What follows belongs to an exercise in optimizing a design on an open flow for small area, a short achievable clock period and few clock cycles per item; a production flow would make more cautious choices.
Only simulation tests tie the RTL to the original design; equivalence was not proved.

old:
// mul_div_unit
module mul_div_unit #(
  parameter XLEN = 64
)(
  input  wire                clk,
  input  wire                reset_n,
  input  wire                start,
  input  wire  [3:0]         operation,
  input  wire                is_word_op,
  input  wire  [XLEN-1:0]    operand_a,
  input  wire  [XLEN-1:0]    operand_b,
  output wire  [XLEN-1:0]    result,
  output wire                busy,
  output wire                ready
);
Size: ~200 I/O pins, about 32000 um2 of cells after synthesis.
export LEC_CHECK = 0
export CAP_MARGIN = 20
export CORE_MARGIN = 2
export CORE_UTILIZATION = 40
export SETUP_SLACK_MARGIN = 1.5
export SLEW_MARGIN = 20
create_clock -name core_clock -period 6.0 [get_ports {clk}]
run.sh (not shown) runs the stock make flow with config.mk's settings and CLKGATE_MAP_FILE= SYNTH_SCRIPT=/design/flow/synth_recipe.tcl, a recipe that flattens the netlist after the stock synthesis.
Testbench counts of old, summed over its fixed seeds: cycles 36,069, ops 3,200.
Setup changes, old to new
diff --git a/flow/design.v b/flow/design.v
--- a/flow/design.v
+++ b/flow/design.v
@@ -22,17 +22,17 @@
   wire [N-1:0] p [0:7];
   assign g[0] = g0;
   assign p[0] = p0;
   genvar l, i;
   generate
     for (l = 0; l < 7; l = l + 1) begin : lv
       for (i = 0; i < N; i = i + 1) begin : bt
-        if (i >= (1 << l)) begin : op
-          assign g[l+1][i] = g[l][i] | (p[l][i] & g[l][i - (1 << l)]);
-          assign p[l+1][i] = p[l][i] & p[l][i - (1 << l)];
+        if (((i >> l) & 1) == 1) begin : op
+          assign g[l+1][i] = g[l][i] | (p[l][i] & g[l][((i >> l) << l) - 1]);
+          assign p[l+1][i] = p[l][i] & p[l][((i >> l) << l) - 1];
         end else begin : pass
           assign g[l+1][i] = g[l][i];
           assign p[l+1][i] = p[l][i];
         end
       end
     end
   endgenerate
@@ -123,15 +123,15 @@
   reg        e5;         
   reg [2:0]  opr;
   reg        wr;
   reg        sn, sd;     
   reg        negq;       
   reg [6:0]  lzn_r, lzd_r;
   reg        osel;       
-  reg        ohi;        
+  reg        o32;        
   reg        a_sx, a_en, a_inv;     
   reg        sel1, sel2, bneg;      
   reg        tsel1, tsel2, tneg;    
   reg        a_q;                   
   reg        cx;                    
   reg        xs;                    
   wire hi     = ~opr[2] & (opr[1] | opr[0]);
@@ -193,23 +193,20 @@
       st[S_IDLE]: begin
         if (start) st_n[operation[2] ? S_DPREP : S_MIT] = 1'b1;
         else st_n[S_IDLE] = 1'b1;
       end
       st[S_MIT]: begin
         osel_n = ~hi;
         if (cnt != 6'd0) st_n[S_MIT] = 1'b1;
-        else if (mc != (wr ? 2'd1 : 2'd3)) st_n[S_SKIP] = 1'b1;
+        else if (~mc[0]) st_n[S_SKIP] = 1'b1;
         else if (e5) st_n[S_MEXT] = 1'b1;
         else done = 1'b1;
       end
       st[S_MEXT]: done = 1'b1;
-      st[S_SKIP]: begin
-        if (cnt != 6'd0) st_n[S_SKIP] = 1'b1;
-        else done = 1'b1;
-      end
+      st[S_SKIP]: done = 1'b1;
       st[S_DPREP]: begin
         if (neg_d) st_n[S_ABSB] = 1'b1;
         else if (neg_n) st_n[S_LZ] = 1'b1;
         else if (sum[68]) begin
           osel_n = ~d_rem;
           done = 1'b1;
         end else st_n[S_SHIFT] = 1'b1;
@@ -286,15 +283,15 @@
              st_n[S_DPREP] | fin_rem;
     a_inv <= dp_neg | (st_n[S_FIN] & negq_n);
     cx    <= dp_neg | (st_n[S_FIN] & negq_n);
     a_q   <= fin_quot;
     {sel1, sel2, bneg}    <= bd0_n;
     {tsel1, tsel2, tneg}  <= bd1_n;
     osel  <= osel_n;
-    ohi   <= st[S_IDLE] ? (is_word_op & ~operation[2]) : ohi;
+    o32   <= st[S_MIT] ? ~mc[1] : (st[S_IDLE] ? 1'b0 : o32);
     negq  <= negq_n;
     lzn_r <= lzn;
     lzd_r <= lzd;
   end
   always @(posedge clk) begin
     case (1'b1)
       st[S_IDLE]: begin
@@ -313,23 +310,22 @@
         e5  <= (mm == 3'd5);
         mc  <= (mm == 3'd5) ? 2'd3 : mm[1:0] - 2'd1;
         cnt <= (mm == 3'd5) ? 6'd15 : {2'b00, mm[1:0] - 2'd1, 2'b11};
       end
       st[S_MIT]: begin
         ra  <= {sum[68], sum[68:4]};
         rl  <= {sum[3:0], rl[63:4]};
-        cnt <= (cnt == 6'd0) ? {4'd0, (wr ? 2'd0 : 2'd2) - mc} : cnt - 6'd1;
+        cnt <= cnt - 6'd1;
       end
       st[S_MEXT]: begin
         ra <= sum[65:0];
       end
       st[S_SKIP]: begin
         ra  <= {{16{ra[65]}}, ra[65:16]};
         rl  <= {ra[15:0], rl[63:16]};
-        cnt <= cnt - 6'd1;
       end
       st[S_DPREP]: begin
         sn <= neg_n;
         sd <= neg_d;
         rl <= 64'd0;
         if (neg_n)
           ra <= {2'b00, sum[63:0]};
@@ -356,13 +352,13 @@
       end
       st[S_FIN]: begin
         ra <= {2'b00, sum[63:0]};
       end
       default: ;
     endcase
   end
-  wire [63:0] rv = osel ? rl : ra[63:0];
-  wire [31:0] rw = ohi ? rl[63:32] : rv[31:0];
-  assign result = wr ? {{32{rw[31]}}, rw} : rv;
+  wire [63:0] rv = o32 ? (osel ? {ra[31:0], rl[63:32]} : {{30{ra[65]}}, ra[65:32]})
+                      : (osel ? rl : ra[63:0]);
+  assign result = wr ? {{32{rv[31]}}, rv[31:0]} : rv;
   assign busy   = bsy;
   assign ready  = rdy;
 endmodule
## What came out
- Against old, filler cell count in new rose slightly.
- Higher final-layout worst hold slack was reported by old, not new.
- old → new: wire length of the first global-routing pass down about 4.4%.
- Compared with old, new shows a arrival time of the worst setup path that is 0.21 ns higher.
- Wire length after detailed routing went down by a few percent going from old to new.
- Clock period minus final worst setup slack ends up lower on old.
- Diff new..old | count of pins over their slew limit | negligible
- On utilization after layout, the higher figure sits with old, not new.
- Setup slack (new over old): decrease, 0.074 ns
- Number of antenna violations at the first check in global routing in new is 7 above old.
Testbench counts of new, summed over its fixed seeds: cycles 34,161, ops 3,200.

[separate check: timing with driven ports]
How much do the figures lean on ideal ports? The routed layouts below were timed once more, with nothing changed but the port constraints. Step 1 assumes that a clkbuf_16 drives the clock port and a buf_2 every other input. Step 2 times the ports against the registers' clock, not the clock port: input delays grow and output delays shrink by t, the midpoint of the rising clock arrivals with the driver on. Three values: no drivers, after step 1, after step 2; two values: the first two.
| run | shift t [ns] | setup WS [ns] | worst hold slack (ns) | worst register clock-pin slew, ns |
|---|---|---|---|---|
| old | 0.641 | 0.960 / 0.960 / 0.790 | 0.524 / 0.524 / 0.524 | 0.08 / 0.08 |
| new | 0.655 | 0.886 / 0.886 / 0.886 | 0.482 / 0.482 / 0.482 | 0.08 / 0.08 |
After both steps every run listed still meets setup and hold. For old, which loses most, drivers alone change the setup slack by 0.000 ns; drivers and shift together by -0.170 ns.
